From an optimization exercise on the open Yosys and OpenROAD flow, aimed at small area and a short achievable clock period; shortcuts taken in it are not production practice. Function was checked by simulation only, so behaviour that the tests miss may differ from the original.

==> flow/design.v (outline; a module is shown in full before it is edited, if it fits) <==
// module ALU: 44 lines
// module BRIDGE: 24 lines
// module CMP: 36 lines
// module CP0: 60 lines
// module CTRL: 197 lines
// module EXT: 8 lines
// module EX: 121 lines
// module EX_MEM: 45 lines
// module GRF: 26 lines
// module HAZARD_CTRL: 73 lines
// module ID: 126 lines
// module ID_EX: 74 lines
// module IF: 22 lines
// module IF_ID: 44 lines
// module MEM: 84 lines
// module MEM_EXT: 17 lines
// module MEM_WB: 28 lines
// module MULT_DIV: 84 lines
// module NPC: 21 lines
// module PC: 22 lines
// module TC: 54 lines
// module CPU: 320 lines
// module mips: 81 lines
module mips(
    input wire clk,  
    input wire reset,  
    input wire interrupt,  
    output wire [31:0] macroscopic_pc,  
    output wire [31:0] i_inst_addr,  
    input wire [31:0] i_inst_rdata,  
    output wire [31:0] m_data_addr,  
    input wire [31:0] m_data_rdata,  
    output wire [31:0] m_data_wdata,  
    output wire [3 :0] m_data_byteen,  
    output wire [31:0] m_int_addr,  
    output wire [3:0] m_int_byteen,  
    output wire [31:0] m_inst_addr,  
    output wire w_grf_we,  
    output wire [4:0] w_grf_addr,  
    output wire [31:0] w_grf_wdata,  
    output wire [31:0] w_inst_addr  
    );
  // ...
==> flow/run.sh <==
#!/bin/bash
# synth_recipe.tcl (not shown) runs the flow's synth.tcl, then flattens the netlist and writes it again
# the make line also repeats each setting of config.mk as NAME=value (left out here)
make -C /OpenROAD-flow-scripts/flow DESIGN_CONFIG=/design/flow/config.mk WORK_HOME=/design/flow/orfs CLKGATE_MAP_FILE= SYNTH_SCRIPT=/design/flow/synth_recipe.tcl finish
==> flow/config.mk <==
export PLATFORM = sky130hd
export DESIGN_NAME = mips
export DESIGN_NICKNAME = mips
export VERILOG_FILES = /design/flow/design.v
export SDC_FILE = /design/flow/constraint.sdc
export NUM_CORES = 4
export LEC_CHECK = 0
export CAP_MARGIN = 20
export CORE_MARGIN = 2
export CORE_UTILIZATION = 40
export SETUP_SLACK_MARGIN = 5
export SLEW_MARGIN = 20
==> flow/constraint.sdc <==
create_clock -name core_clock -period 200.0 [get_ports {clk}]
set_input_delay 40.0000 -clock core_clock [delete_from_list [all_inputs] [get_ports {clk}]]
set_output_delay 40.0000 -clock core_clock [all_outputs]
set_load 0.01 [all_outputs]
==> metrics.cfg, run 1 <==
[logic_synthesis]
synthCells=23744
synth_top_area_cell=edfxtp_1
avgSynthCellArea_um2=9.02
ys_seq_elements=2037
synth.area.mux_share_pct=12.6

[finish]
fin_util_pct=44.6
diodes=64
final_cells=31098

[sta]
timing.fmax_mhz=5.61
rsz0062_at_grt=false

[worst_setup_path]
r2r_cells=894
crit_end=cpu.uvv5.mult_div.lo[28]
cp-start-kind=flip-flop
crit_required_ns=200.83
path_class=flip-flop to flip-flop

[global_routing]
grt.total_usage_pct=34.3

[min_path]
holdCritStartpoint=cpu.uvv4.EX_PC[8]

[floorplan]
core-area_um2=533000
die_h_um=736
rows=268
initial_core_util_pct=40.2

[routing]
ant_nets=0
drtPass1Iterations=7
vias_per_cell=6.14

[status]
status=no timing/DRC/antenna violations

[clocking]
insertion_delay_ns=0.99
clkSinkCount=2037
cts-htree-levels=4

[place]
placed_cell_area_um2=228000

==> module ALU, before the edit <==
module ALU(
    input wire [31:0] SrcA,
    input wire [31:0] SrcB,
    input wire [3:0] ALUOp,
    output reg [31:0] ALURes,
    output reg overflow
    );
    integer i;
    reg [32:0] temp;
    always @(*)begin
      overflow = 1'b0;
      temp = 33'b0;
        case (ALUOp)
            4'b10:begin
                temp = {SrcA[31],SrcA} + {SrcB[31], SrcB};
                if (temp[32] != temp[31])begin  
                  overflow = 1'b1;
                  ALURes = 32'b0;
                end
                else begin
                  overflow = 1'b0;
                  ALURes = SrcA+SrcB;
                end
            end
            4'b110:begin
                temp = {SrcA[31], SrcA} - {SrcB[31], SrcB};
                if (temp[32] != temp[31])begin  
                  overflow = 1'b1;
                  ALURes = 32'b0;
                end
                else begin
                  overflow = 1'b0;
                  ALURes = SrcA-SrcB;
                end
            end
            4'b1:ALURes = SrcA | SrcB;
            4'b0:ALURes = SrcA & SrcB;
            4'b11:ALURes = SrcB << 16;  
            4'b101:ALURes = ($signed(SrcA) < $signed(SrcB)) ? $signed(32'b1) : $signed(32'b0);
            4'b111:ALURes = ($unsigned(SrcA) < $unsigned(SrcB)) ? $unsigned(32'b1) : $unsigned(32'b0);
            default:ALURes = 32'b0;
        endcase
    end
endmodule
==> module CMP, before the edit <==
module CMP(
    input wire [31:0] A,
    input wire [31:0] B,
    input wire [3:0] CMPControl,
    output zero
    );
    reg [31:0] a_cnt;
    reg [31:0] b_cnt;
    integer i;
    always @(*)begin
        a_cnt = 0;
        b_cnt = 0;
        for (i=0;i<32;i=i+1)begin
            if (A[i] == 1)begin
                a_cnt = a_cnt + 1;
            end
            else begin
                a_cnt = a_cnt;
            end
            if (B[i] == 1)begin
                b_cnt = b_cnt + 1;
            end
            else begin
                b_cnt = b_cnt;
            end
        end
    end
    assign zero = (CMPControl == 4'b0000)  ? (A == B) :
                  (CMPControl == 4'b0001) ? (A >= 32'b0):
                  (CMPControl == 4'b0010) ? (A > 32'b0) :
                  (CMPControl == 4'b0011) ? (A <= 32'b0) :
                  (CMPControl == 4'b0100) ? (A < 32'b0) :
                  (CMPControl == 4'b0101)  ? (A != B) :
                  (CMPControl == 4'b1000) ? (a_cnt == b_cnt) : 
                  1'b0;
endmodule
==> module CP0, before the edit <==
module CP0(
    input wire clk,  
    input wire reset,  
    input wire enable,  
    input wire [4:0] CP0_addr,  
    input wire [31:0] CP0_in,  
    output wire [31:0] CP0_out,  
    input wire [31:0] VPC,  
    input wire BD_in,  
    input wire [4:0] ExcCode_in,  
    input wire [5:0] HW_Int,  
    input wire EXL_clr,  
    output wire [31:0] EPC_out,  
    output wire Req,  
    output wire [31:0] macroscopic_pc
);
    reg [31:0] SR;  
    reg [31:0] Cause;  
    reg [31:0] EPC;  
    always @(posedge clk)begin
        if (reset)begin
            SR <= 32'b0;
            Cause <= 32'b0;
            EPC <= 32'b0;
        end
        else begin
            Cause[15:10] <= HW_Int & SR[15:10];
            if (EXL_clr)begin
                SR[1] <= 1'b0;
            end
            if (Req)begin
                SR[1] <= 1'b1;
                Cause[31] <= BD_in;
                Cause[6:2] <= (IntReq) ? 5'd0 : ExcCode_in;
                EPC <= (BD_in == 1) ? (VPC - 32'D4) : VPC;
            end
            else if (enable)begin
                if (CP0_addr == 5'd12)begin
                    SR <= CP0_in;
                end
                else if (CP0_addr == 5'd14)begin
                    EPC <= CP0_in;
                end
                else begin
                end
            end
        end
    end
    wire ExcReq;
    wire IntReq;
    assign ExcReq = (SR[1] == 1'b0 && ExcCode_in != 5'b0) ? 1 : 0;
    assign IntReq = (SR[1] == 1'b0 && SR[0] == 1'b1 && (|(SR[15:10] & HW_Int))) ? 1 : 0;
    assign Req = (ExcReq || IntReq) ? 1 : 0;
    assign CP0_out = (CP0_addr == 5'd12) ? SR :
                     (CP0_addr == 5'd13) ? Cause :
                     (CP0_addr == 5'd14) ? EPC :
                     32'b0;
    assign EPC_out = EPC;
    assign macroscopic_pc = VPC;
endmodule
==> module CTRL, before the edit <==
module CTRL(
    input wire [31:0] instr,
    input wire zero,
    output wire Branch,
    output wire Jal,
    output Jr,
    output Eret,
    output ExtControl,
    output Sel_ID_WD,
    output [4:0] ID_A3,
    output [1:0] ID_A1_USE,
    output [1:0] ID_A2_USE,
    output [3:0] CMPControl,
    output ID_MD,
    output [3:0] ID_OP,
    output ri,
    output SYSCALL,
    output [3:0] ALUOp,
    output ALU_A_Sel,
    output ALU_B_Sel,
    output WD_Sel,
    output [1:0] EX_NEW,
    output [2:0] MULT_DIV_OP,
    output MULT_DIV_START,
    output MFLO,
    output MFHI,
    output MTHI,
    output MTLO,
    output MTC0,
    output wire LOAD,
    output wire STORE,
    output MEM_WE,  
    output MEM_Sel,  
    output CP0_Sel,  
    output [1:0] MEM_A2_NEW,
    output [1:0] MEM_PART,
    output [2:0] MEM_EXT_Control,
    output [4:0] mfc0_rd,
    output CP0_enable,
    output EXL_clr
    );
    wire [5:0] op;
    wire [5:0] funct;
    wire [4:0] rs;
    wire [4:0] rt;
    wire [4:0] rd;
    assign op = instr[31:26];
    assign funct = instr[5:0];
    assign rs = instr[25:21];
    assign rt = instr[20:16];
    assign rd = instr[15:11];
    wire R;
    wire COPO;
    wire add, sub, and_, or_, slt, sltu, nop;
    wire ori, lui, addi, andi;
    wire beq, bgez, bgtz, blez, bltz, bne, bnumeq;
    wire lw, sw, lh, sh, lb, sb;
    wire jal;
    wire jr;
    wire mult, multu, div, divu, mfhi, mflo, mthi, mtlo;
    wire mfc0, mtc0, eret, syscall; 
    assign R =   (op == 6'b0) ? 1 : 0;
    assign add = (R && funct == 6'b100000) ? 1 : 0;
    assign sub = (R && funct == 6'b100010) ? 1 : 0;
    assign jr =  (R && funct == 6'b001000) ? 1 : 0;
    assign nop = (R && funct == 6'b000000) ? 1 : 0;
    assign and_ = (R && funct == 6'b100100) ? 1 : 0;
    assign or_ = (R && funct == 6'b100101) ? 1 : 0;
    assign slt = (R && funct == 6'b101010) ? 1 : 0;
    assign sltu = (R && funct == 6'b101011) ? 1 : 0;
    assign ori = (op == 6'b001101) ? 1 : 0;
    assign lui = (op == 6'b001111) ? 1 : 0;
    assign addi = (op == 6'b001000) ? 1 : 0;
    assign andi = (op == 6'b001100) ? 1 : 0;
    assign mult = (R && funct == 6'b011000) ? 1 : 0;
    assign multu = (R && funct == 6'b011001) ? 1 : 0;
    assign div = (R && funct == 6'b011010) ? 1 : 0;
    assign divu = (R && funct == 6'b011011) ? 1 : 0;
    assign mfhi = (R && funct == 6'b010000) ? 1 : 0;
    assign mflo = (R && funct == 6'b010010) ? 1 : 0;
    assign mthi = (R && funct == 6'b010001) ? 1 : 0;
    assign mtlo = (R && funct == 6'b010011) ? 1 : 0;
    assign beq = (op == 6'b000100) ? 1 : 0;
    assign bgez = (op == 6'b000001 && rt == 5'b00001) ? 1 : 0;
    assign bgtz = (op == 6'b000111) ? 1 : 0;
    assign blez = (op == 6'b000110) ? 1 : 0;
    assign bltz = (op == 6'b000001 && rt == 5'b00000) ? 1 : 0;
    assign bne  = (op == 6'b000101) ? 1 : 0;
    assign bnumeq = (op == 6'b110110) ? 1 : 0;
    assign jal = (op == 6'b000011) ? 1 : 0;
    assign lw =  (op == 6'b100011) ? 1 : 0;
    assign sw =  (op == 6'b101011) ? 1 : 0;
    assign lh = (op == 6'b100001) ? 1 : 0;
    assign sh = (op == 6'b101001) ? 1 : 0;
    assign lb = (op == 6'b100000) ? 1 : 0;
    assign sb = (op == 6'b101000) ? 1 : 0;
    assign COPO = (op == 6'b010000) ? 1 : 0;
    assign eret = (COPO && funct == 6'b011000) ? 1 : 0;
    assign mfc0 = (COPO && rs == 5'b00000) ? 1 : 0;
    assign mtc0 = (COPO && rs == 5'b00100) ? 1 : 0;
    assign syscall = (R && funct == 6'b001100) ? 1 : 0;
    wire cal_r, cal_i, branch, cal_jal, cal_jr, load, store, cal_md, load_md, store_md;
    assign cal_r    = (add | sub | and_ | or_ | slt | sltu);
    assign cal_i    = (ori | lui | addi | andi);
    assign branch   = (beq | bne | bgez | bgtz | blez | bltz | bnumeq);
    assign cal_jal  = jal;
    assign cal_jr   = jr;
    assign load     = (lw | lh | lb);
    assign store    = (sw | sh | sb);
    assign cal_md   = (mult | multu | div | divu);
    assign load_md  = (mfhi | mflo);
    assign store_md = (mthi | mtlo);
    assign Branch = ((beq || bgez || bgtz || blez ||  bltz || bne || bnumeq) & zero)  ? 1 : 0;
    assign Sel_ID_WD = (jal) ? 1'b1 : 1'b0;
    assign Jal = jal ? 1 : 0;
    assign Jr = jr ? 1 : 0;
    assign Eret = eret ? 1 : 0;
    assign ExtControl = (lw || sw || beq || bnumeq || lui || bgez || bgtz || blez ||  
                        bltz || bne || lb || sb || lh || sh || addi) ? 1'b0 :
                        (ori || andi) ? 1'b1 :
                        1'b0;
    assign ID_A3 = (jal) ? 31 : 
                   (add || sub || and_ || or_ || slt || sltu || mflo || mfhi) ? rd : 
                   (lui || ori || lw || lb || lh || addi || andi || mfc0)? rt :
                   0;  
    assign ID_A1_USE = (branch || cal_jr) ? 2'd0 :  
                       (cal_r || cal_i || cal_md || store_md || load || store) ? 2'd1 :  
                       (load_md || cal_jal || eret || mfc0 || mtc0 || syscall) ? 2'd3 :   
                       2'd3; 
    assign ID_A2_USE = (branch) ? 2'd0 :  
                       (cal_r || cal_md) ? 2'd1 :  
                       (store || mtc0) ? 2'd2 :  
                       (cal_jal || cal_i || cal_jr || load_md || load || store_md || eret || mfc0 || syscall) ? 2'd3 :  
                       2'd3;
    assign CMPControl = (beq) ? 4'b0000 :
                        (bgez) ? 4'b0001 :
                        (bgtz) ? 4'b0010 :
                        (blez) ? 4'b0011 :
                        (bltz) ? 4'b0100 :
                        (bne) ? 4'b0101 : 
                        (bnumeq) ? 4'b1000:
                        4'b0;
    assign ID_MD = (mult || multu || div || divu || mfhi || mflo || mthi || mtlo) ? 1 : 0;
    assign ID_OP = (branch) ? 4'b0001 :
                   (jal) ? 4'b0010 :
                   (jr) ? 4'b0011 :
                   4'b0000;
    assign ri = ~(cal_r | cal_i | branch | cal_jal | cal_jr | load | store | cal_md | load_md | store_md | nop | COPO | syscall);
    assign SYSCALL = (syscall) ? 1 : 0;
    assign ALUOp = (add || lw || sw || lb || sb || lh || sh || addi) ? 4'b10 :  
                    (ori || or_) ? 4'b1 :  
                    (sub) ? 4'b110 :  
                    (lui) ? 4'b11 :  
                    (and_ || andi) ? 4'b0 :  
                    (slt) ? 4'b101 :  
                    (sltu) ? 4'b111 :  
                    4'b0;
    assign ALU_A_Sel = 0;
    assign ALU_B_Sel = (ori || lw || sw || lui || lb || sb || lh || sh || addi || andi) ? 1'b1 :
                       (add || sub || and_ || or_ || slt || sltu || mtc0) ?  1'b0 :
                        1'b0;
    assign WD_Sel = (jal) ? 1 : 0;
    assign EX_NEW = (cal_r || cal_i || load_md) ? 2'd1: 
                    (load || mfc0) ? 2'd2 :  
                    (store || cal_jal || cal_jr || cal_md || store_md || branch || syscall || mtc0 || eret) ? 2'd0 :  
                    2'd0;
    assign MULT_DIV_OP = (mult) ? 3'b0 :  
                         (div) ? 3'b1 :  
                         (multu) ? 3'b10 :  
                         (divu) ? 3'b11 :  
                         3'b0;
    assign MULT_DIV_START = (mult || div || multu || divu) ? 1 : 0;
    assign MTHI = (mthi == 1) ? 1 : 0;
    assign MTLO = (mtlo == 1) ? 1 : 0;
    assign MFHI = (mfhi == 1) ? 1 : 0;
    assign MFLO = (mflo == 1) ? 1 : 0;
    assign MTC0 = (mtc0 == 1) ? 1 : 0;
    assign LOAD = (load == 1) ? 1 : 0;
    assign STORE = (store == 1) ? 1 : 0;
    assign MEM_WE = (sw || sh || sb) ? 1 : 0;
    assign MEM_Sel = (lw || lh || lb) ? 1 : 0;
    assign MEM_A2_NEW = (load || mfc0) ? 2'd1 :   
                        (store || cal_r || cal_i || cal_jal || cal_jr || cal_md || load_md || store_md || branch || syscall || mtc0) ? 2'd0 :
                        2'd0;
    assign MEM_PART = (sw || lw) ? 2'b00 :
                      (sh || lh) ? 2'b01 :
                      (sb || lb) ? 2'b10 : 
                      2'b11;
    assign MEM_EXT_Control = (lw) ? 3'b000 :
                             (lh) ? 3'b100 :
                             (lb) ? 3'b010 :
                             3'b0;
    assign CP0_Sel = (mfc0) ? 1 : 0;
    assign mfc0_rd = (mfc0 || mtc0) ? rd : 5'b0;
    assign CP0_enable = (mtc0) ? 1 : 0;
    assign EXL_clr = (eret) ? 1 : 0;
endmodule
==> module EX_MEM, before the edit <==
module EX_MEM(
    input wire clk,
    input wire reset,
    input wire req,
    input wire [31:0] EX_PC,
    input wire [31:0] EX_instr,
    input wire [4:0] EX_A3,
    input wire [31:0] EX_WD,
    input wire [31:0] EX_RES,
    input wire [31:0] EX_RD2,
    input wire EX_BD,
    input wire [4:0] EX_MEM_ExcCode,
    output reg [31:0] MEM_PC,
    output reg [31:0] MEM_instr,
    output reg [4:0] MEM_A3,
    output reg [31:0] MEM_WD,
    output reg [31:0] MEM_RES,
    output reg [31:0] MEM_RD2,
    output reg MEM_BD,
    output reg [4:0] MEM_ExcCode
    );
    always @(posedge clk)begin
        if (reset || req)begin
            MEM_PC <= (req == 1'b1) ?    32'h0000_4180 : 
                                        32'h3000;
            MEM_instr <= 32'b0;
            MEM_A3 <= 5'b0;
            MEM_WD <= 32'b0;
            MEM_RES <= 32'b0;
            MEM_RD2 <= 32'b0;
            MEM_BD <= 1'b0;
            MEM_ExcCode <= 5'b0;
        end
        else begin
            MEM_PC <= EX_PC;
            MEM_instr <= EX_instr;
            MEM_A3 <= EX_A3;
            MEM_WD <= EX_WD;
            MEM_RES <= EX_RES;
            MEM_RD2 <= EX_RD2;
            MEM_BD <= EX_BD;
            MEM_ExcCode <= EX_MEM_ExcCode;
        end
    end
endmodule
==> module GRF, before the edit <==
module GRF(
    input clk,
    input reset,
    input [4:0] A1,
    input [4:0] A2,
    input [4:0] A3,
    input [31:0] WD,
    input [31:0] PC,
    output [31:0] RD1,
    output [31:0] RD2
    );
    reg [31:0] grf[31:0];
    integer i;
    always @(posedge clk)begin
      if (reset)begin
        for (i = 0; i < 32; i=i+1)begin
          grf[i] <= 32'b0;
        end
      end
      else if (A3 != 5'b0)begin
        grf[A3] <= WD;
      end
    end
    assign RD1 = (A1 == A3 && A1 != 0 && !reset) ? WD : grf[A1]; 
    assign RD2 = (A2 == A3 && A2 != 0 && !reset) ? WD : grf[A2];
endmodule
==> module IF, before the edit <==
module IF(
    input wire clk,  
    input wire reset,    
    input wire req,  
    input wire enablePC,  
    input wire [31:0] NPC,  
    input wire [3:0] ID_OP,  
    output wire [31:0] IF_PC,  
    output wire IF_BD,  
    output wire [4:0] IF_ExcCode  
    );
    PC pc(
        .clk(clk),
        .reset(reset),
        .req(req),
        .enable(enablePC),
        .NPC(NPC),  
        .PC(IF_PC)  
    );
    assign IF_BD = (ID_OP != 4'b0000) ? 1 : 0;
    assign IF_ExcCode = (IF_PC[1:0] != 2'b00 || (IF_PC > 32'h6ffc || IF_PC < 32'h3000)) ? 5'd4 : 5'd0;
endmodule
==> run 2: changes to the inputs <==
--- a/flow/design.v
+++ b/flow/design.v
@@ -1,6 +1,22 @@
 `timescale 1ns / 1ps
 `timescale 1ns / 1ps
  `timescale 1ns / 1ps
+module RCA #(parameter W = 32) (
+    input wire [W-1:0] a,
+    input wire [W-1:0] b,
+    input wire ci,
+    output wire [W-1:0] s,
+    output wire co
+    );
+    assign {co, s} = a + b + ci;
+endmodule
+module INC #(parameter W = 32) (
+    input wire [W-1:0] a,
+    input wire ci,
+    output wire [W-1:0] s
+    );
+    assign s = a + ci;
+endmodule
 module ALU(
     input wire [31:0] SrcA,
     input wire [31:0] SrcB,
@@ -8,40 +24,27 @@
     output reg [31:0] ALURes,
     output reg overflow
     );
-    integer i;
-    reg [32:0] temp;
-    always @(*)begin
-      overflow = 1'b0;
-      temp = 33'b0;
+    wire inv = (ALUOp == 4'b110) || (ALUOp == 4'b101) || (ALUOp == 4'b111);
+    wire [31:0] bx = SrcB ^ {32{inv}};
+    wire [31:0] sum;
+    wire co;
+    RCA #(32) add(.a(SrcA), .b(bx), .ci(inv), .s(sum), .co(co));
+    wire ov = (SrcA[31] == bx[31]) && (sum[31] != SrcA[31]);
+    wire lt = sum[31] ^ ov;    
+    wire ltu = ~co;            
+    always @(*) begin
+        overflow = 1'b0;
         case (ALUOp)
-            4'b10:begin
-                temp = {SrcA[31],SrcA} + {SrcB[31], SrcB};
-                if (temp[32] != temp[31])begin  
-                  overflow = 1'b1;
-                  ALURes = 32'b0;
-                end
-                else begin
-                  overflow = 1'b0;
-                  ALURes = SrcA+SrcB;
-                end
+            4'b10, 4'b110: begin
+                overflow = ov;
+                ALURes = ov ? 32'b0 : sum;
             end
-            4'b110:begin
-                temp = {SrcA[31], SrcA} - {SrcB[31], SrcB};
-                if (temp[32] != temp[31])begin  
-                  overflow = 1'b1;
-                  ALURes = 32'b0;
-                end
-                else begin
-                  overflow = 1'b0;
-                  ALURes = SrcA-SrcB;
-                end
-            end
-            4'b1:ALURes = SrcA | SrcB;
-            4'b0:ALURes = SrcA & SrcB;
-            4'b11:ALURes = SrcB << 16;  
-            4'b101:ALURes = ($signed(SrcA) < $signed(SrcB)) ? $signed(32'b1) : $signed(32'b0);
-            4'b111:ALURes = ($unsigned(SrcA) < $unsigned(SrcB)) ? $unsigned(32'b1) : $unsigned(32'b0);
-            default:ALURes = 32'b0;
+            4'b1:   ALURes = SrcA | SrcB;
+            4'b0:  ALURes = SrcA & SrcB;
+            4'b11:  ALURes = {SrcB[15:0], 16'b0};
+            4'b101:  ALURes = {31'b0, lt};
+            4'b111: ALURes = {31'b0, ltu};
+            default:  ALURes = 32'b0;
         endcase
     end
 endmodule
@@ -72,77 +75,97 @@
 endmodule
 `timescale 1ns / 1ps
  `timescale 1ns / 1ps
+module POPCNT32(
+    input wire [31:0] x,
+    output wire [5:0] n
+    );
+    wire [1:0] l1 [15:0];
+    wire [2:0] l2 [7:0];
+    wire [3:0] l3 [3:0];
+    wire [4:0] l4 [1:0];
+    genvar i;
+    generate
+        for (i = 0; i < 16; i = i + 1) begin : g1
+            assign l1[i] = {1'b0, x[2*i]} + {1'b0, x[2*i+1]};
+        end
+        for (i = 0; i < 8; i = i + 1) begin : g2
+            assign l2[i] = {1'b0, l1[2*i]} + {1'b0, l1[2*i+1]};
+        end
+        for (i = 0; i < 4; i = i + 1) begin : g3
+            assign l3[i] = {1'b0, l2[2*i]} + {1'b0, l2[2*i+1]};
+        end
+        for (i = 0; i < 2; i = i + 1) begin : g4
+            assign l4[i] = {1'b0, l3[2*i]} + {1'b0, l3[2*i+1]};
+        end
+    endgenerate
+    assign n = {1'b0, l4[0]} + {1'b0, l4[1]};
+endmodule
 module CMP(
     input wire [31:0] A,
     input wire [31:0] B,
     input wire [3:0] CMPControl,
     output zero
     );
-    reg [31:0] a_cnt;
-    reg [31:0] b_cnt;
-    integer i;
-    always @(*)begin
-        a_cnt = 0;
-        b_cnt = 0;
-        for (i=0;i<32;i=i+1)begin
-            if (A[i] == 1)begin
-                a_cnt = a_cnt + 1;
-            end
-            else begin
-                a_cnt = a_cnt;
-            end
-            if (B[i] == 1)begin
-                b_cnt = b_cnt + 1;
-            end
-            else begin
-                b_cnt = b_cnt;
-            end
-        end
-    end
-    assign zero = (CMPControl == 4'b0000)  ? (A == B) :
-                  (CMPControl == 4'b0001) ? (A >= 32'b0):
-                  (CMPControl == 4'b0010) ? (A > 32'b0) :
-                  (CMPControl == 4'b0011) ? (A <= 32'b0) :
-                  (CMPControl == 4'b0100) ? (A < 32'b0) :
-                  (CMPControl == 4'b0101)  ? (A != B) :
-                  (CMPControl == 4'b1000) ? (a_cnt == b_cnt) : 
+    wire [5:0] a_cnt, b_cnt;
+    POPCNT32 pa(.x(A), .n(a_cnt));
+    POPCNT32 pb(.x(B), .n(b_cnt));
+    wire eq = (A == B);
+    wire a_zero = (A == 32'b0);
+    assign zero = (CMPControl == 4'b0000)  ? eq :
+                  (CMPControl == 4'b0001) ? 1'b1 :
+                  (CMPControl == 4'b0010) ? ~a_zero :
+                  (CMPControl == 4'b0011) ? a_zero :
+                  (CMPControl == 4'b0100) ? 1'b0 :
+                  (CMPControl == 4'b0101)  ? ~eq :
+                  (CMPControl == 4'b1000)  ? (a_cnt == b_cnt) :
                   1'b0;
 endmodule
 module CP0(
-    input wire clk,  
-    input wire reset,  
-    input wire enable,  
-    input wire [4:0] CP0_addr,  
+    input wire clk, 
+    input wire reset, 
+    input wire enable, 
+    input wire [4:0] CP0_addr, 
     input wire [31:0] CP0_in,  
     output wire [31:0] CP0_out,  
     input wire [31:0] VPC,  
-    input wire BD_in,  
-    input wire [4:0] ExcCode_in,  
-    input wire [5:0] HW_Int,  
+    input wire BD_in, 
+    input wire [4:0] ExcCode_in, 
+    input wire [5:0] HW_Int, 
     input wire EXL_clr,  
     output wire [31:0] EPC_out,  
-    output wire Req,  
+    output wire Req, 
     output wire [31:0] macroscopic_pc
 );
     reg [31:0] SR;  
-    reg [31:0] Cause;  
+    reg BD;
+    reg [2:0] IP;
+    reg [4:0] ExcCode;
     reg [31:0] EPC;  
+    wire [31:0] Cause = {BD, 15'b0, 3'b0, IP, 3'b0, ExcCode, 2'b0};
+    wire [29:0] vpc_m4_hi;
+    wire [29:0] vpc_neg;
+    INC #(30) dec(.a(~VPC[31:2]), .ci(1'b1), .s(vpc_neg));
+    assign vpc_m4_hi = ~vpc_neg;
+    wire ExcReq;
+    wire IntReq;
     always @(posedge clk)begin
         if (reset)begin
             SR <= 32'b0;
-            Cause <= 32'b0;
+            BD <= 1'b0;
+            IP <= 3'b0;
+            ExcCode <= 5'b0;
             EPC <= 32'b0;
         end
         else begin
-            Cause[15:10] <= HW_Int & SR[15:10];
+            IP <= HW_Int[2:0] & SR[12:10];
             if (EXL_clr)begin
                 SR[1] <= 1'b0;
             end
             if (Req)begin
                 SR[1] <= 1'b1;
-                Cause[31] <= BD_in;
-                Cause[6:2] <= (IntReq) ? 5'd0 : ExcCode_in;
-                EPC <= (BD_in == 1) ? (VPC - 32'D4) : VPC;
+                BD <= BD_in;
+                ExcCode <= (IntReq) ? 5'd0 : ExcCode_in;
+                EPC <= (BD_in == 1) ? {vpc_m4_hi, VPC[1:0]} : VPC;
             end
             else if (enable)begin
                 if (CP0_addr == 5'd12)begin
@@ -151,13 +174,9 @@
                 else if (CP0_addr == 5'd14)begin
                     EPC <= CP0_in;
                 end
-                else begin
-                end
             end
         end
     end
-    wire ExcReq;
-    wire IntReq;
     assign ExcReq = (SR[1] == 1'b0 && ExcCode_in != 5'b0) ? 1 : 0;
     assign IntReq = (SR[1] == 1'b0 && SR[0] == 1'b1 && (|(SR[15:10] & HW_Int))) ? 1 : 0;
     assign Req = (ExcReq || IntReq) ? 1 : 0;
@@ -322,8 +341,8 @@
     assign ALUOp = (add || lw || sw || lb || sb || lh || sh || addi) ? 4'b10 :  
                     (ori || or_) ? 4'b1 :  
                     (sub) ? 4'b110 :  
-                    (lui) ? 4'b11 :  
-                    (and_ || andi) ? 4'b0 :  
+                    (lui) ? 4'b11 : 
+                    (and_ || andi) ? 4'b0 : 
                     (slt) ? 4'b101 :  
                     (sltu) ? 4'b111 :  
                     4'b0;
@@ -334,7 +353,7 @@
     assign WD_Sel = (jal) ? 1 : 0;
     assign EX_NEW = (cal_r || cal_i || load_md) ? 2'd1: 
                     (load || mfc0) ? 2'd2 :  
-                    (store || cal_jal || cal_jr || cal_md || store_md || branch || syscall || mtc0 || eret) ? 2'd0 :  
+                    (store || cal_jal || cal_jr || cal_md || store_md || branch || syscall || mtc0 || eret) ? 2'd0 : 
                     2'd0;
     assign MULT_DIV_OP = (mult) ? 3'b0 :  
                          (div) ? 3'b1 :  
@@ -383,13 +402,10 @@
     input wire reset,
     input wire req,
     input wire [31:0] EX_instr,
-    input wire [31:0] EX_imm32,
-    input wire [31:0] EX_WD,
     input wire [31:0] EX_RD1_forward,
     input wire [31:0] EX_RD2_forward,
     input wire [4:0] EX_ExcCode,
     output wire [31:0] EX_MEM_RES,
-    output wire [31:0] EX_MEM_WD,
     output wire [31:0] EX_MEM_RD2,
     output wire [1:0] EX_NEW,
     output wire MULT_DIV_BUSY,
@@ -401,6 +417,7 @@
     wire ALU_A_Sel;
     wire ALU_B_Sel;
     wire WD_Sel;
+    wire ExtControl;
     wire [2:0] MULT_DIV_OP;
     wire MTHI;
     wire MTLO;
@@ -417,6 +434,7 @@
         .ALU_A_Sel(ALU_A_Sel),
         .ALU_B_Sel(ALU_B_Sel),
         .WD_Sel(WD_Sel),
+        .ExtControl(ExtControl),
         .EX_NEW(EX_NEW),
         .MULT_DIV_OP(MULT_DIV_OP),
         .MULT_DIV_START(MULT_DIV_START),
@@ -429,6 +447,12 @@
         .STORE(STORE),
         .MEM_PART(MEM_PART)
     );
+    wire [31:0] EX_imm32;
+    EXT ext(
+        .imm16(EX_instr[15:0]),
+        .ExtControl(ExtControl),
+        .imm32(EX_imm32)
+    );
     wire [31:0] SrcA;
     wire [31:0] SrcB;
     wire [31:0] ALURes;
@@ -445,12 +469,9 @@
         .overflow(overflow)
     );
     assign EX_MEM_RES = ALURes;
-    assign EX_MEM_WD =  (MFHI == 1) ? HI :
+    assign EX_MEM_RD2 = (MFHI == 1) ? HI :
                         (MFLO == 1) ? LO :
-                        (WD_Sel == 1) ? EX_WD :
-                        (MTC0 == 1) ? SrcB :
-                        ALURes;
-    assign EX_MEM_RD2 = EX_RD2_forward;
+                        EX_RD2_forward;
     wire busy;
     wire [31:0] HI;
     wire [31:0] LO;
@@ -507,7 +528,6 @@
     input wire [31:0] EX_PC,
     input wire [31:0] EX_instr,
     input wire [4:0] EX_A3,
-    input wire [31:0] EX_WD,
     input wire [31:0] EX_RES,
     input wire [31:0] EX_RD2,
     input wire EX_BD,
@@ -515,21 +535,21 @@
     output reg [31:0] MEM_PC,
     output reg [31:0] MEM_instr,
     output reg [4:0] MEM_A3,
-    output reg [31:0] MEM_WD,
     output reg [31:0] MEM_RES,
     output reg [31:0] MEM_RD2,
     output reg MEM_BD,
     output reg [4:0] MEM_ExcCode
     );
+    always @(posedge clk) begin
+        MEM_RD2 <= EX_RD2;
+    end
     always @(posedge clk)begin
         if (reset || req)begin
             MEM_PC <= (req == 1'b1) ?    32'h0000_4180 : 
                                         32'h3000;
             MEM_instr <= 32'b0;
             MEM_A3 <= 5'b0;
-            MEM_WD <= 32'b0;
             MEM_RES <= 32'b0;
-            MEM_RD2 <= 32'b0;
             MEM_BD <= 1'b0;
             MEM_ExcCode <= 5'b0;
         end
@@ -537,9 +557,7 @@
             MEM_PC <= EX_PC;
             MEM_instr <= EX_instr;
             MEM_A3 <= EX_A3;
-            MEM_WD <= EX_WD;
             MEM_RES <= EX_RES;
-            MEM_RD2 <= EX_RD2;
             MEM_BD <= EX_BD;
             MEM_ExcCode <= EX_MEM_ExcCode;
         end
@@ -557,20 +575,26 @@
     output [31:0] RD1,
     output [31:0] RD2
     );
-    reg [31:0] grf[31:0];
+    wire [31:0] wd = reset ? 32'b0 : WD;
+    reg [32*32-1:32] grf;    
+    integer j;
+    always @(posedge clk) begin
+        for (j = 1; j < 32; j = j + 1)
+            if (reset || A3 == j)
+                grf[32*j +: 32] <= wd;
+    end
+    reg [31:0] rd1, rd2;
     integer i;
-    always @(posedge clk)begin
-      if (reset)begin
-        for (i = 0; i < 32; i=i+1)begin
-          grf[i] <= 32'b0;
+    always @(*) begin
+        rd1 = 32'b0;
+        rd2 = 32'b0;
+        for (i = 1; i < 32; i = i + 1) begin
+            rd1 = rd1 | (grf[32*i +: 32] & {32{A1 == i}});
+            rd2 = rd2 | (grf[32*i +: 32] & {32{A2 == i}});
         end
-      end
-      else if (A3 != 5'b0)begin
-        grf[A3] <= WD;
-      end
     end
-    assign RD1 = (A1 == A3 && A1 != 0 && !reset) ? WD : grf[A1]; 
-    assign RD2 = (A2 == A3 && A2 != 0 && !reset) ? WD : grf[A2];
+    assign RD1 = rd1;
+    assign RD2 = rd2;
 endmodule
 `timescale 1ns / 1ps
 module HAZARD_CTRL(
@@ -590,7 +614,6 @@
     input wire [31:0] EX_RD2,
     input wire [1:0] EX_NEW,
     input wire [4:0] EX_A3,
-    input wire [31:0] EX_WD,
     input wire MULT_DIV_BUSY,
     input wire MULT_DIV_START,
     input wire EX_MTC0,  
@@ -624,27 +647,23 @@
     assign Enable_IF_ID = !STALL;
     assign Flush_ID_EX = STALL;
     assign Enable_ID_EX = 1'b1;
-    reg [31:0] REG_A3;
-    reg [31:0] REG_WD;
-    assign ID_RD1_forward = (ID_A1 == 5'b0) ? 0 :
-                            (ID_A1 == MEM_A3) ? MEM_WD :
-                            (ID_A1 == WB_A3) ? WB_WD :
-                            ID_RD1;
-    assign ID_RD2_forward = (ID_A2 == 5'b0) ? 0:
-                            (ID_A2 == MEM_A3) ? MEM_WD :
-                            (ID_A2 == WB_A3) ? WB_WD :
-                            ID_RD2;
-    assign EX_RD1_forward = (EX_A1 == 5'b0) ? 0:
-                            (EX_A1 == MEM_A3) ? MEM_WD :
-                            (EX_A1 == WB_A3) ? WB_WD :
-                            EX_RD1;
-    assign EX_RD2_forward = (EX_A2 == 5'b0 ) ? 0:
-                            (EX_A2 == MEM_A3) ? MEM_WD :
-                            (EX_A2 == WB_A3) ? WB_WD : 
-                            EX_RD2;
-    assign MEM_RD2_forward = (MEM_A2 == 5'b0 ) ? 0 :
-                            (MEM_A2 == WB_A3) ? WB_WD :
-                            MEM_RD2;
+    wire id1_m = (ID_A1 != 5'b0) && (ID_A1 == MEM_A3);
+    wire id1_w = (ID_A1 != 5'b0) && (ID_A1 == WB_A3);
+    wire id2_m = (ID_A2 != 5'b0) && (ID_A2 == MEM_A3);
+    wire id2_w = (ID_A2 != 5'b0) && (ID_A2 == WB_A3);
+    wire ex1_z = (EX_A1 == 5'b0);
+    wire ex1_m = !ex1_z && (EX_A1 == MEM_A3);
+    wire ex1_w = !ex1_z && (EX_A1 == WB_A3);
+    wire ex2_z = (EX_A2 == 5'b0);
+    wire ex2_m = !ex2_z && (EX_A2 == MEM_A3);
+    wire ex2_w = !ex2_z && (EX_A2 == WB_A3);
+    wire mem2_z = (MEM_A2 == 5'b0);
+    wire mem2_w = !mem2_z && (MEM_A2 == WB_A3);
+    assign ID_RD1_forward = id1_m ? MEM_WD : id1_w ? WB_WD : ID_RD1;
+    assign ID_RD2_forward = id2_m ? MEM_WD : id2_w ? WB_WD : ID_RD2;
+    assign EX_RD1_forward = ex1_m ? MEM_WD : ex1_w ? WB_WD : (EX_RD1 & {32{!ex1_z}});
+    assign EX_RD2_forward = ex2_m ? MEM_WD : ex2_w ? WB_WD : (EX_RD2 & {32{!ex2_z}});
+    assign MEM_RD2_forward = mem2_w ? WB_WD : (MEM_RD2 & {32{!mem2_z}});
 endmodule
 `timescale 1ns / 1ps
  `timescale 1ns / 1ps
@@ -666,7 +685,6 @@
     output wire [31:0] ID_RD2,  
     output wire [31:0] ID_IMM32,   
     output wire [4:0] ID_A3,  
-    output wire [31:0] ID_WD,  
     output wire [31:0] ID_NPC,  
     output wire [1:0] ID_A1_USE,  
     output wire [1:0] ID_A2_USE,  
@@ -709,13 +727,13 @@
         .ID_PC(ID_PC),
         .ID_imm26(ID_imm26),
         .imm32(imm32),
-        .Jr_Reg_Data(ID_RD1_forward),  
+        .Jr_Reg_Data(ID_RD1_forward), 
         .EPC_out(EPC_out),
         .Branch(Branch),  
         .Jal(Jal),
         .Jr(Jr),
         .Eret(Eret),
-        .NPC(ID_NPC)  
+        .NPC(ID_NPC) 
     );
     wire Sel_ID_WD;
     wire SYSCALL;
@@ -761,13 +779,10 @@
         .RD1(RD1),
         .RD2(RD2)
     );
-    wire[31:0] PC_PLUS_EIGHT;
     assign ID_EX_instr = (ID_ExcCode == 5'b0) ? ID_instr : 32'b0;
-    assign PC_PLUS_EIGHT = ID_PC + 32'd8;
     assign ID_RD1 = RD1;
     assign ID_RD2 = RD2;
     assign ID_IMM32 = imm32;
-    assign ID_WD = Sel_ID_WD ? PC_PLUS_EIGHT : 32'b0;
     assign ID_EX_ExcCode =  (ID_ExcCode != 5'd0) ? ID_ExcCode : 
                             (ri) ? 5'd10 :
                             (SYSCALL) ? 5'd8 :
@@ -780,46 +795,38 @@
     input wire reset,
     input wire enable,
     input wire req,
-    input wire flush,  
+    input wire flush, 
     input wire [31:0] ID_PC,
     input wire [31:0] ID_instr,
     input wire [31:0] ID_RD1,
     input wire [31:0] ID_RD2,
-    input wire [31:0] ID_imm32,
     input wire [4:0] ID_A3,
-    input wire [31:0] ID_WD,
     input wire ID_BD,
     input wire [4:0] ID_EX_ExcCode,
     output reg [31:0] EX_PC,
     output reg [31:0] EX_instr,
     output reg [31:0] EX_RD1,
     output reg [31:0] EX_RD2,
-    output reg [31:0] EX_imm32,
     output reg [4:0] EX_A3,
-    output reg [31:0] EX_WD,
     output reg EX_BD,
     output reg [4:0] EX_ExcCode
     );
+    always @(posedge clk) begin
+      EX_RD1 <= ID_RD1;
+      EX_RD2 <= ID_RD2;
+    end
     always @(posedge clk)begin
       if (reset)begin
         EX_PC <= 32'h3000;
         EX_instr <= 32'b0;
-        EX_RD1 <= 32'b0;
-        EX_RD2 <= 32'b0;
-        EX_imm32 <= 32'b0;
         EX_A3 <= 5'b0;
-        EX_WD <= 32'b0;
         EX_BD <= 1'b0;
         EX_ExcCode <= 5'b0;
       end
       else if (req) begin
         EX_PC <= 32'h0000_4180;
         EX_instr <= 32'b0;
-        EX_RD1 <= 32'b0;
-        EX_RD2 <= 32'b0;
-        EX_imm32 <= 32'b0;
         EX_A3 <= 5'b0;
-        EX_WD <= 32'b0;
         EX_BD <= 1'b0;
         EX_ExcCode <= 5'b0;
       end
@@ -827,22 +834,14 @@
         if (flush)begin
           EX_PC <= ID_PC;
           EX_instr <= 32'b0;
-          EX_RD1 <= 32'b0;
-          EX_RD2 <= 32'b0;
-          EX_imm32 <= 32'b0;
           EX_A3 <= 5'b0;
-          EX_WD <= 32'b0;
           EX_BD <= ID_BD;
           EX_ExcCode <= 5'b0;    
         end
         else begin
           EX_PC <= ID_PC;
           EX_instr <= ID_instr;
-          EX_RD1 <= ID_RD1;
-          EX_RD2 <= ID_RD2;
-          EX_imm32 <= ID_imm32;
-          EX_A3 <= ID_A3;
-          EX_WD <= ID_WD;
+                    EX_A3 <= ID_A3;
           EX_BD <= ID_BD;
           EX_ExcCode <= ID_EX_ExcCode;
         end
@@ -852,9 +851,9 @@
 `timescale 1ns / 1ps
  `timescale 1ns / 1ps
 module IF(
-    input wire clk,  
-    input wire reset,    
-    input wire req,  
+    input wire clk, 
+    input wire reset,   
+    input wire req, 
     input wire enablePC,  
     input wire [31:0] NPC,  
     input wire [3:0] ID_OP,  
@@ -877,9 +876,9 @@
 module IF_ID(
     input wire clk,
     input wire reset,
-    input wire enable,  
-    input wire req,  
-    input wire flush,  
+    input wire enable, 
+    input wire req, 
+    input wire flush, 
     input wire [31:0] IF_PC,  
     input wire [31:0] IF_instr,  
     input wire [4:0] IF_ExcCode,  
@@ -897,7 +896,7 @@
             ID_BD <= 1'b0;
         end
         else if (req)begin
-            ID_PC <= 32'h4180;  
+            ID_PC <= 32'h4180; 
             ID_instr <= 32'b0;  
             ID_ExcCode <= 5'b0;
             ID_BD <= 1'b0;
@@ -926,7 +925,8 @@
     input wire req,
     input wire [31:0] MEM_PC,  
     input wire [31:0] MEM_instr,  
-    input wire [31:0] MEM_WD,  
+    input wire [31:0] MEM_RD2,  
+    output wire [31:0] MEM_WD,  
     input wire [31:0] MEM_RES,  
     input wire [31:0] MEM_RD2_forward,  
     input wire [4:0] MEM_A3,  
@@ -951,6 +951,7 @@
     wire [1:0] MEM_PART;
     wire [2:0] MEM_EXT_Control;
     wire CP0_Sel;
+    wire MFHI, MFLO, JAL;
     CTRL mem_ctrl(
         .instr(MEM_instr),
         .MEM_WE(WE),  
@@ -959,11 +960,19 @@
         .MEM_PART(MEM_PART),
         .MEM_EXT_Control(MEM_EXT_Control),
         .CP0_Sel(CP0_Sel),
+        .MFHI(MFHI),
+        .MFLO(MFLO),
+        .Jal(JAL),
         .mfc0_rd(mfc0_rd),
         .CP0_enable(CP0_enable),
         .EXL_clr(EXL_clr),
         .MTC0(MEM_MTC0)
     );
+    wire [28:0] pc8_hi;
+    INC #(29) pc8(.a(MEM_PC[31:3]), .ci(1'b1), .s(pc8_hi));
+    assign MEM_WD = (MFHI || MFLO || MEM_MTC0) ? MEM_RD2 :
+                    JAL ? {pc8_hi, MEM_PC[2:0]} :
+                    MEM_RES;
     assign MEM_WB_A3 = (req || CP0_enable) ? 5'd0 : MEM_A3;
     wire [31:0] LOAD_DATA;
     MEM_EXT mem_ext(
@@ -1061,80 +1070,132 @@
     input wire [31:0] A,
     input wire [31:0] B,
     input wire start,
-    input wire [2:0] MULT_DIV_OP,  
-    input wire MTHI,   
-    input wire MTLO,       
-    output reg busy,
+    input wire [2:0] MULT_DIV_OP,
+    input wire MTHI,
+    input wire MTLO,
+    output wire busy,
     output reg [31:0] HI,
     output reg [31:0] LO
     );
-    reg[31:0] hi;
-    reg[31:0] lo;
-    integer cnt;
+    reg [3:0] cnt;
+    reg is_div;
+    reg [32:0] M;      
+    reg [1:0] Hx;      
+    reg [7:0] Lx;      
+    reg q;             
+    reg negq, negr;    
+    assign busy = (cnt != 4'd0);
     wire is_signed = (MULT_DIV_OP == 3'b0) || (MULT_DIV_OP == 3'b1);
-    wire signed [32:0] mul_a = {is_signed & A[31], A};
-    wire signed [32:0] mul_b = {is_signed & B[31], B};
-    wire signed [65:0] mul_p = mul_a * mul_b;
+    wire op_div = (MULT_DIV_OP == 3'b1) || (MULT_DIV_OP == 3'b11);
     wire a_neg = is_signed & A[31];
     wire b_neg = is_signed & B[31];
-    wire [31:0] div_n = a_neg ? (~A + 32'd1) : A;
-    wire [31:0] div_d = b_neg ? (~B + 32'd1) : B;
-    reg [32:0] div_r;
-    reg [31:0] div_q;
-    integer k;
-    always @(*) begin
-        div_r = 33'b0;
-        div_q = div_n;
-        for (k = 0; k < 32; k = k + 1) begin
-            div_r = {div_r[31:0], div_q[31]};
-            div_q = {div_q[30:0], 1'b0};
-            if (div_r >= {1'b0, div_d}) begin
-                div_r = div_r - {1'b0, div_d};
-                div_q[0] = 1'b1;
-            end
+    wire [1:0] nsel = (cnt == 4'd0) ? 2'd0 : (cnt == 4'd2) ? 2'd1 : 2'd2;
+    wire [31:0] nin = (nsel == 2'd0) ? A : (nsel == 2'd1) ? LO : HI;
+    wire [31:0] nout;
+    INC #(32) neg(.a(~nin), .ci(1'b1), .s(nout));
+    wire [8:0] bw = {Lx, q};
+    wire [35:0] m1 = {{3{M[32]}}, M};
+    wire [35:0] m2 = {{2{M[32]}}, M, 1'b0};
+    wire [41:0] S0 = {{8{Hx[1]}}, Hx, HI};
+    wire [41:0] S1, S2, S3, S4;
+    genvar j;
+    generate
+        for (j = 0; j < 4; j = j + 1) begin : brow
+            wire b0 = bw[2*j], b1 = bw[2*j+1], b2 = bw[2*j+2];
+            wire sel1 = b1 ^ b0;
+            wire sel2 = (b2 & ~b1 & ~b0) | (~b2 & b1 & b0);
+            wire ng = b2 & ~(b1 & b0);
+            wire [35:0] p = (m1 & {36{sel1}}) | (m2 & {36{sel2}});
+            wire [41:0] sin = (j == 0) ? S0 : (j == 1) ? S1 : (j == 2) ? S2 : S3;
+            wire [35:0] sum;
+            wire co;
+            RCA #(36) add(.a(sin[2*j+35:2*j]), .b(p ^ {36{ng}}), .ci(ng), .s(sum), .co(co));
+            if (j == 0) begin : o0 assign S1 = {{6{sum[35]}}, sum}; end
+            if (j == 1) begin : o1 assign S2 = {{4{sum[35]}}, sum, S1[1:0]}; end
+            if (j == 2) begin : o2 assign S3 = {{2{sum[35]}}, sum, S2[3:0]}; end
+            if (j == 3) begin : o3 assign S4 = {sum, S3[5:0]}; end
         end
-    end
-    wire [31:0] div_lo = (B == 32'b0) ? 32'hffffffff :
-                         (a_neg ^ b_neg) ? (~div_q + 32'd1) : div_q;
-    wire [31:0] div_hi = (B == 32'b0) ? A :
-                         a_neg ? (~div_r[31:0] + 32'd1) : div_r[31:0];
-    always @(posedge clk)begin
-        if (reset)begin
-            hi <= 32'b0;
-            lo <= 32'b0;
-            cnt <= 0;
-            busy <= 0;
+    endgenerate
+    wire [41:0] S = S4;
+    wire [31:0] R0 = HI;
+    wire [31:0] R1, R2, R3, R4;
+    wire [3:0] qb;
+    genvar k;
+    generate
+        for (k = 0; k < 4; k = k + 1) begin : drow
+            wire [31:0] rin = (k == 0) ? R0 : (k == 1) ? R1 : (k == 2) ? R2 : R3;
+            wire [32:0] t = {rin, LO[31-k]};
+            wire [32:0] d;
+            wire co;
+            RCA #(33) sub(.a(t), .b(M), .ci(~q), .s(d), .co(co));
+            wire [31:0] rout = co ? d[31:0] : t[31:0];
+            assign qb[3-k] = co;
+            if (k == 0) begin : o0 assign R1 = rout; end
+            if (k == 1) begin : o1 assign R2 = rout; end
+            if (k == 2) begin : o2 assign R3 = rout; end
+            if (k == 3) begin : o3 assign R4 = rout; end
+        end
+    endgenerate
+    wire [31:0] r = R4;
+    wire [31:0] qv = {LO[27:0], qb};
+    always @(posedge clk) begin
+        if (reset) begin
+            cnt <= 4'd0;
             HI <= 32'b0;
             LO <= 32'b0;
         end
-        else if (cnt==0)begin
-            if (MTHI == 1 && req == 0)begin
-              HI <= A;
+        else if (cnt == 4'd0) begin
+            if (MTHI && !req) begin
+                HI <= A;
             end
-            else if (MTLO == 1 && req == 0)begin
-              LO <= A;
+            else if (MTLO && !req) begin
+                LO <= A;
             end
-            else if (start == 1 && req == 0)begin
-                busy <= 1;
-                if (MULT_DIV_OP == 3'b0 || MULT_DIV_OP == 3'b10)begin
-                    {hi, lo} <= mul_p[63:0];
-                    cnt <= 5;
+            else if (start && !req) begin
+                is_div <= op_div;
+                if (op_div) begin
+                    cnt <= 4'd10;
+                    HI <= 32'b0;
+                    LO <= a_neg ? nout : A;
+                    M <= {1'b1, b_neg ? B : ~B};
+                    q <= b_neg;
+                    negq <= (a_neg ^ b_neg) & (B != 32'b0);
+                    negr <= a_neg;
                 end
-                else if (MULT_DIV_OP == 3'b1 || MULT_DIV_OP == 3'b11)begin
-                    hi <= div_hi;
-                    lo <= div_lo;
-                    cnt <= 10;
+                else begin
+                    cnt <= 4'd5;
+                    HI <= 32'b0;
+                    Hx <= 2'b0;
+                    LO <= {{8{b_neg}}, B[31:8]};
+                    Lx <= B[7:0];
+                    q <= 1'b0;
+                    M <= {a_neg, A};
                 end
             end
         end
-        else if (cnt == 1)begin
-            HI <= hi;
-            LO <= lo;
-            cnt <= 0;
-            busy <= 0;
-        end
         else begin
-            cnt <= cnt - 1;
+            cnt <= cnt - 4'd1;
+            if (!is_div) begin
+                HI <= S[39:8];
+                Hx <= S[41:40];
+                LO <= {S[7:0], LO[31:8]};
+                Lx <= LO[7:0];
+                q <= Lx[7];
+                if (cnt == 4'd1) begin
+                    HI <= S[31:0];
+                    LO <= LO;
+                end
+            end
+            else if (cnt >= 4'd3) begin
+                HI <= r;
+                LO <= qv;
+            end
+            else if (cnt == 4'd2) begin
+                if (negq) LO <= nout;
+            end
+            else begin
+                if (negr) HI <= nout;
+            end
         end
     end
 endmodule
@@ -1152,13 +1213,17 @@
     input wire Eret,
     output wire [31:0] NPC
     );
-    wire [31:0] PC_PLUS_FOUR;
-    assign PC_PLUS_FOUR = ID_PC + 4;
-    assign NPC = (Branch == 1) ? PC_PLUS_FOUR + (imm32 << 2) :
-                 (Jal == 1) ? {PC_PLUS_FOUR[31:28], ID_imm26, 2'b0} :
+    wire [29:0] br_hi;
+    wire br_co;
+    RCA #(30) br(.a(ID_PC[31:2]), .b(imm32[29:0]), .ci(1'b1), .s(br_hi), .co(br_co));
+    wire [3:0] pc4_top = ID_PC[31:28] + {3'b0, &ID_PC[27:2]};
+    wire [29:0] seq_hi;
+    INC #(30) seq(.a(IF_PC[31:2]), .ci(1'b1), .s(seq_hi));
+    assign NPC = (Branch == 1) ? {br_hi, ID_PC[1:0]} :
+                 (Jal == 1) ? {pc4_top, ID_imm26, 2'b0} :
                  (Jr == 1) ? Jr_Reg_Data :
-                 (Eret == 1) ? EPC_out : 
-                 IF_PC + 4;
+                 (Eret == 1) ? EPC_out :
+                 {seq_hi, IF_PC[1:0]};
 endmodule
 `timescale 1ns / 1ps
 module PC(
@@ -1194,43 +1259,55 @@
     output wire IRQ
     );
 	reg [1:0] state;
-	reg [31:0] mem [2:0];
+	reg [3:0] ctrl;
+	reg [31:0] preset;
+	reg [31:0] count;
 	reg _IRQ;
-	assign IRQ = mem[0][3] & _IRQ;
-	assign Dout = mem[Addr[3:2]];
-	wire [31:0] load = Addr[3:2] == 0 ? {28'h0, Din[3:0]} : Din;
-	integer i;
+	assign IRQ = ctrl[3] & _IRQ;
+	assign Dout = Addr[3] ? count : Addr[2] ? preset : {28'h0, ctrl};
+	wire [31:0] count_m1;
+	wire [31:0] ncount;
+	INC #(32) dec(.a(~count), .ci(1'b1), .s(ncount));   
+	assign count_m1 = ~ncount;                           
+	wire count_gt1 = |count[31:1];
 	always @(posedge clk) begin
 		if(reset) begin
-			state <= 0; 
-			for(i = 0; i < 3; i = i+1) mem[i] <= 0;
+			state <= 0;
+			ctrl <= 4'b0;
+			preset <= 32'b0;
+			count <= 32'b0;
 			_IRQ <= 0;
 		end
 		else if(WE) begin
-			mem[Addr[3:2]] <= load;
+			case (Addr[3:2])
+				2'd0: ctrl <= Din[3:0];
+				2'd1: preset <= Din;
+				2'd2: count <= Din;
+				default: ;
+			endcase
 		end
 		else begin
 			case(state)
-				2'b00 : if(mem[0][0]) begin
+				2'b00 : if(ctrl[0]) begin
 					state <= 2'b01;
 					_IRQ <= 1'b0;
 				end
 				2'b01 : begin
-					mem[2] <= mem[1];
+					count <= preset;
 					state <= 2'b10;
 				end
-				2'b10  : 
-					if(mem[0][0]) begin
-						if(mem[2] > 1) mem[2] <= mem[2]-1;
+				2'b10  :
+					if(ctrl[0]) begin
+						if(count_gt1) count <= count_m1;
 						else begin
-							mem[2] <= 0;
+							count <= 0;
 							state <= 2'b11;
 							_IRQ <= 1'b1;
 						end
 					end
 					else state <= 2'b00;
 				default : begin
-					if(mem[0][2:1] == 2'b00) mem[0][0] <= 1'b0;
+					if(ctrl[2:1] == 2'b00) ctrl[0] <= 1'b0;
 					else _IRQ <= 1'b0;
 					state <= 2'b00;
 				end
@@ -1268,10 +1345,10 @@
     wire [3:0] ID_OP;
     wire req;
     IF uvv1(
-        .clk(clk),  
-        .reset(reset),  
+        .clk(clk), 
+        .reset(reset), 
         .req(req),
-        .enablePC(Enable_PC),  
+        .enablePC(Enable_PC), 
         .NPC(ID_NPC),  
         .ID_OP(ID_OP),
         .IF_PC(IF_PC),  
@@ -1285,11 +1362,11 @@
     wire [4:0] ID_ExcCode;
     wire IF_ID_FLUSH;
     IF_ID uvv2(
-        .clk(clk),  
-        .reset(reset),  
-        .req(req),  
+        .clk(clk), 
+        .reset(reset), 
+        .req(req), 
         .flush(IF_ID_FLUSH),
-        .enable(Enable_IF_ID),  
+        .enable(Enable_IF_ID), 
         .IF_PC(IF_PC),   
         .IF_instr(IF_instr),  
         .IF_BD(IF_BD),
@@ -1309,7 +1386,6 @@
     wire [31:0] ID_RD2;
     wire [31:0] ID_IMM32;
     wire [4:0] ID_A3; 
-    wire [31:0] ID_WD;  
     wire [1:0] ID_A1_USE; 
     wire [1:0] ID_A2_USE; 
     wire ID_MD;
@@ -1334,7 +1410,6 @@
         .ID_RD2(ID_RD2),  
         .ID_IMM32(ID_IMM32),  
         .ID_A3(ID_A3),  
-        .ID_WD(ID_WD),  
         .ID_NPC(ID_NPC),  
         .ID_A1_USE(ID_A1_USE),  
         .ID_A2_USE(ID_A2_USE),  
@@ -1345,14 +1420,12 @@
         .ID_Eret(ID_Eret)
     );
     wire Enable_ID_EX;
-    wire Flush_ID_EX;  
+    wire Flush_ID_EX; 
     wire [31:0] EX_PC;
     wire [31:0] EX_instr;
     wire [31:0] EX_RD1;
     wire [31:0] EX_RD2;
-    wire [31:0] EX_imm32;
     wire [4:0] EX_A3;
-    wire [31:0] EX_WD;
     wire EX_BD;
     wire [4:0] EX_ExcCode;
     ID_EX uvv4(
@@ -1360,30 +1433,25 @@
         .reset(reset),
         .enable(Enable_ID_EX),
         .req(req),
-        .flush(Flush_ID_EX),  
+        .flush(Flush_ID_EX), 
         .ID_PC(ID_PC),
         .ID_instr(ID_EX_instr),
         .ID_RD1(ID_RD1_forward),
         .ID_RD2(ID_RD2_forward),
-        .ID_imm32(ID_IMM32),
         .ID_A3(ID_A3),
-        .ID_WD(ID_WD),
         .ID_BD(ID_BD),
         .ID_EX_ExcCode(ID_EX_ExcCode),
         .EX_PC(EX_PC),
         .EX_instr(EX_instr),
         .EX_RD1(EX_RD1),
         .EX_RD2(EX_RD2),
-        .EX_imm32(EX_imm32),
         .EX_A3(EX_A3),
-        .EX_WD(EX_WD),
         .EX_BD(EX_BD),
         .EX_ExcCode(EX_ExcCode)
     );
     wire [31:0] EX_RD1_forward;
     wire [31:0] EX_RD2_forward;
     wire [31:0] EX_MEM_RES;
-    wire [31:0] EX_MEM_WD;
     wire [31:0] EX_MEM_RD2;
     wire [1:0] EX_NEW;
     wire MULT_DIV_BUSY;
@@ -1395,13 +1463,10 @@
         .reset(reset),
         .req(req),
         .EX_instr(EX_instr),  
-        .EX_imm32(EX_imm32),  
-        .EX_WD(EX_WD),  
         .EX_RD1_forward(EX_RD1_forward),  
         .EX_RD2_forward(EX_RD2_forward),  
         .EX_ExcCode(EX_ExcCode),
         .EX_MEM_RES(EX_MEM_RES),  
-        .EX_MEM_WD(EX_MEM_WD),  
         .EX_MEM_RD2(EX_MEM_RD2),  
         .EX_NEW(EX_NEW),  
         .MULT_DIV_BUSY(MULT_DIV_BUSY),
@@ -1425,13 +1490,11 @@
         .EX_A3(EX_A3),
         .EX_RES(EX_MEM_RES),
         .EX_RD2(EX_MEM_RD2),
-        .EX_WD(EX_MEM_WD),
         .EX_BD(EX_BD),
         .EX_MEM_ExcCode(EX_MEM_ExcCode),
         .MEM_PC(MEM_PC),
         .MEM_instr(MEM_instr),
         .MEM_A3(MEM_A3),
-        .MEM_WD(MEM_WD),
         .MEM_RES(MEM_RES),
         .MEM_RD2(MEM_RD2),
         .MEM_BD(MEM_BD),
@@ -1458,6 +1521,7 @@
         .MEM_A3(MEM_A3),
         .RD(m_data_rdata),
         .MEM_ExcCode(MEM_ExcCode),
+        .MEM_RD2(MEM_RD2),
         .MEM_WD(MEM_WD),
         .CP0_out(CP0_out),
         .MEM_WB_A3(MEM_WB_A3),
@@ -1518,7 +1582,6 @@
         .EX_RD2(EX_RD2),
         .EX_NEW(EX_NEW),
         .EX_A3(EX_A3),
-        .EX_WD(EX_WD),
         .MULT_DIV_BUSY(MULT_DIV_BUSY),
         .MULT_DIV_START(MULT_DIV_START),
         .EX_MTC0(EX_MTC0),
@@ -1561,13 +1624,13 @@
 `timescale 1ns / 1ps
 `default_nettype none
 module mips(
-    input wire clk,  
-    input wire reset,  
+    input wire clk, 
+    input wire reset, 
     input wire interrupt,  
     output wire [31:0] macroscopic_pc,  
     output wire [31:0] i_inst_addr,  
     input wire [31:0] i_inst_rdata,  
-    output wire [31:0] m_data_addr,  
+    output wire [31:0] m_data_addr, 
     input wire [31:0] m_data_rdata,  
     output wire [31:0] m_data_wdata,  
     output wire [3 :0] m_data_byteen,  
==> flow/flow/run.sh (new file) <==
#!/bin/bash
# Own layout flow: the standard ORFS flow (standard.sh) with two changes
# to synthesis, both in the combinational logic only (registers untouched):
#   - adders' carry chains ($lcu) mapped as ripple carry (flow/lcu_ripple.v)
#     instead of Kogge-Stone
#   - ABC maps with an area-oriented script (flow/abc_own.script)
# Everything after synthesis is the standard flow. Each tool's output goes to
# the ORFS logs under orfs/logs; this script's own output goes to own_flow.log.
set -euo pipefail
W=$(pwd)
F=$W/flow
exec > >(tee -a "$W/own_flow.log") 2>&1

{
  echo "set ::own_lcu {$F/lcu_ripple.v}"
  echo "set ::own_abc {$F/abc_own.script}"
  cat <<'EOT'
proc synth {args} {
  set a {}
  foreach x $args {
    if {[string match *lcu_kogge_stone.v $x]} { lappend a $::own_lcu } else { lappend a $x }
  }
  yosys synth -nofsm -noshare {*}$a
}
proc abc {args} {
  set i [lsearch -exact $args -script]
  if {$i >= 0} { lset args [expr {$i + 1}] $::own_abc }
  puts "own flow: abc [lrange $args 0 1]"
  yosys abc {*}$args
}
EOT
  # The standard flow's synthesis script without its first line (its own synth proc)
  tail -n +2 "$W/synth_recipe.tcl"
} > "$W/own_synth.tcl"

sed "s#SYNTH_SCRIPT=[^ ]*#SYNTH_SCRIPT=$W/own_synth.tcl#" "$W/standard.sh" > "$W/own_standard.sh"
grep -q "SYNTH_SCRIPT=$W/own_synth.tcl" "$W/own_standard.sh"
bash "$W/own_standard.sh"
==> flow/flow/abc_own.script (new file) <==
&get -n
&st
&synch2
&dch
&nf -R 1000
&put
topo
==> flow/flow/lcu_ripple.v (new file) <==
// Ripple-carry lookahead unit: maps Yosys's $lcu (the carry chain of every
// adder and comparator) as a plain carry chain instead of Kogge-Stone.
(* techmap_celltype = "$lcu" *)
module _80_lcu_ripple (P, G, CI, CO);
	parameter WIDTH = 2;

	(* force_downto *)
	input [WIDTH-1:0] P, G;
	input CI;

	(* force_downto *)
	output [WIDTH-1:0] CO;

	genvar i;
	generate
		for (i = 0; i < WIDTH; i = i + 1) begin : c
			if (i == 0) begin : f
				assign CO[i] = G[i] | (P[i] & CI);
			end else begin : n
				assign CO[i] = G[i] | (P[i] & CO[i-1]);
			end
		end
	endgenerate
endmodule
==> flow/standard.sh (new file) <==
#!/bin/bash
# synth_recipe.tcl (not shown) runs the flow's synth.tcl, then flattens the netlist and writes it again
# the make line also repeats each setting of config.mk as NAME=value (left out here)
make -C /OpenROAD-flow-scripts/flow DESIGN_CONFIG=/design/flow/config.mk WORK_HOME=/design/flow/orfs CLKGATE_MAP_FILE= SYNTH_SCRIPT=/design/flow/synth_recipe.tcl "${@:-finish}"
--- a/flow/config.mk
+++ b/flow/config.mk
@@ -5,6 +5,7 @@
 export SDC_FILE = /design/flow/constraint.sdc
 export NUM_CORES = 4
 export LEC_CHECK = 0
+export ABC_AREA = 1
 export CAP_MARGIN = 20
 export CORE_MARGIN = 2
 export CORE_UTILIZATION = 40
removed: flow/run.sh
==> run 2 against run 1 <==
Net effect:
- still clean on timing, DRC and antenna
- cell area fell by 53%
- critical path depth fell by 881
- clock skew decreased by 0.033 ns
==> metrics.cfg, run 2 <==
[worst_setup_path]
cp_max_fo=34  ; was 42
path_cells=clkdlybuf4s50_1, nand2_1, a311oi_1, or2_2, nor2_1, o211ai_1, nor2_1, clkdlybuf4s50_1
path_class=primary input to output pin  ; was flip-flop to flip-flop
cp-start-kind=primary input  ; was flip-flop
path_delay_family=simple AND/OR/NAND/NOR gates  ; was compound AO/OA/AOI/OAI gates
crit_required_ns=160.00  ; was 200.83 ns
critPathSlowestCell=or2_2  ; was nor4_4

[routing]
drtPass1Iterations=13  ; was 7
ant_nets=0  ; unchanged
drc_errors=0  ; unchanged
drt_iter0_markers=15381  ; was 22324
vias_per_cell=6.81  ; was 6.14

[place]
hpwl_um=312000  ; was 711000 um

[floorplan]
core-area_um2=233000  ; was 533000 um^2
die_area_um2=239000  ; was 541000 um^2
initial_core_util_pct=40.3  ; was 40.2%
die_h_um=489  ; was 736 um
rows=177  ; was 268
die-width_um=489  ; was 736 um

[logic_synthesis]
synthCells=8673  ; was 23744
avgSynthCellArea_um2=10.8  ; was 9.02 um^2
synth_top_flop_cell=edfxtp_1  ; unchanged
ys_seq_elements=1757  ; was 2037
synth_edf_count=1039  ; was 1280
synth_top_area_cell=edfxtp_1  ; unchanged
yosysWarnings=11  ; unchanged
ys_types=68  ; was 131

[sta]
timing.fmax_mhz=12.0  ; was 5.61 MHz
period_share_pct=41.6  ; was 89.1%
fin_worst_skew_ns=0.0523  ; was 0.0848 ns
slew_viol_final=0  ; unchanged
rsz0062_at_grt=false  ; unchanged

[global_routing]
grt_overflow=0  ; unchanged
grt.total_usage_pct=37.7  ; was 34.3%
grt_pass1_wl_um=640000  ; was 1350000 um
grt_max_degree=90  ; was 80

[finish]
largestRegisters=cpu.uvv3.grf.grf: 992 flops, cpu.uvv5.mult_div.M: 33 flops  ; was cpu.uvv3.grf.grf: 1024 flops, tc0.mem: 128 flops, tc1.mem: 128 flops
num-nets-final=10169  ; was 26466
area.sequential_um2=45600  ; was 53700 um^2
fin_util_pct=47.7  ; was 44.6%
layout_commonest_cell=edfxtp_1  ; was nand2_1

[clocking]
insertion_delay_ns=0.88  ; was 0.99 ns
clkSinkCount=1757  ; was 2037
clockRootBuffer=clkbuf_16  ; unchanged
cts-htree-levels=4  ; unchanged

[status]
status=no timing/DRC/antenna violations  ; unchanged

## run 2: cell type report
cell class              count  area share (%)
inverters                 412            1.39
clock buffers             241            4.57
repair buffers            723            5.67
well taps                3132            3.52
clock inverters            99            1.09
multi-input cells        6439            42.7
diodes                     14          0.0315
flip-flops and latches   1757            41.0
## run 2: layer usage
metal	vias to the layer above	wire length, um	GRT usage [%]
met5	-	354	0
met4	48	36000	24.0
met3	1828	59500	11.3
met2	7081	206000	58.3
met1	42734	163000	46.0
li1	35626	-	-
## run 2: cell families (layout without fill, tap and decap cells)
kind of cell | Yosys count | count (layout) | share of synthesized area [%]
buffers and inverters | 477 | 1475 | 2.17
adders and majority gates | 584 | 584 | 10.8
muxes | 192 | 192 | 2.10
AOI/OAI and AO/OA | 2792 | 2792 | 21.1
and+or+nand+nor | 2578 | 2578 | 12.6
xor gates and xnor gates | 292 | 292 | 2.72
other | 1 | 15 | 0.00399
DFF | 1757 | 1757 | 48.5
## run 2: worst register-to-register path, delay by kind of cell, from the launching register on
| kind | cells | cell delay (ns) |
|---|---|---|
| buffers and inverters | 6 | 1.54 |
| AO/OA/AOI/OAI | 12 | 2.56 |
| AND/OR/NAND/NOR | 3 | 0.24 |
| flip-flops | 1 | 0.57 |
| adder cells (fa/ha/maj) | 125 | 52.69 |
## run 2: through the flow
| stage | std cells | setup WS (ns) | area, um^2 | hold WS [ns] |
|---|---|---|---|---|
| finish | 12817 | 116.89 | 111000 | 0.415 |
| global route | 12806 | 116.66 | 111000 | 0.423 |
| floorplan | 8673 | 117.81 | 93900 | 0.404 |
| global placement | 12460 | 116.93 | 105000 | 0.412 |
| detailed placement | 12461 | 116.90 | 105000 | 0.413 |
| CTS | 12801 | 116.90 | 111000 | 0.413 |
## run 2: path summary, 6_finish.rpt
kind / from / slack (ns) / cells past startpoint / to
min: cpu.uvv4.EX_PC[6] / 0.41 / 1 / cpu.uvv6.MEM_PC[6]
min reg2reg: cpu.uvv4.EX_PC[6] / 0.41 / 1 / cpu.uvv6.MEM_PC[6]
max: interrupt / 116.89 / 8 / m_int_byteen[2]
max reg2reg: cpu.uvv5.mult_div.LO[31] / 142.26 / 146 / cpu.uvv5.mult_div.HI[0]

## static timing again, ports no longer ideal
The flow's constraints put no driver on any port. The routed layouts listed below were extracted and timed again, unchanged, in two steps. Step 1: set_driving_cell puts a clkbuf_16 on clk and a buf_2 on each other input, an assumption about the parent block. Step 2 times the ports against the registers' clock, not the clock port: input delays grow and output delays shrink by t, the midpoint of the rising clock arrivals with the driver on. a / b / c = ideal ports / drivers / drivers and shift; a / b = the first two.
run	t (ns)	setup WS [ns]	hold WS [ns]	latest minus earliest clock arrival (ns)
run 1	1.064	21.866 / 21.866 / 21.866	0.441 / 0.441 / 0.441	0.088 / 0.088
run 2	0.953	116.886 / 116.846 / 116.846	0.415 / 0.415 / 0.415	0.075 / 0.074
After both steps setup and hold are still met in every run listed. For run 2, which loses most, drivers alone change the setup slack by -0.040 ns; drivers and shift together by -0.040 ns.
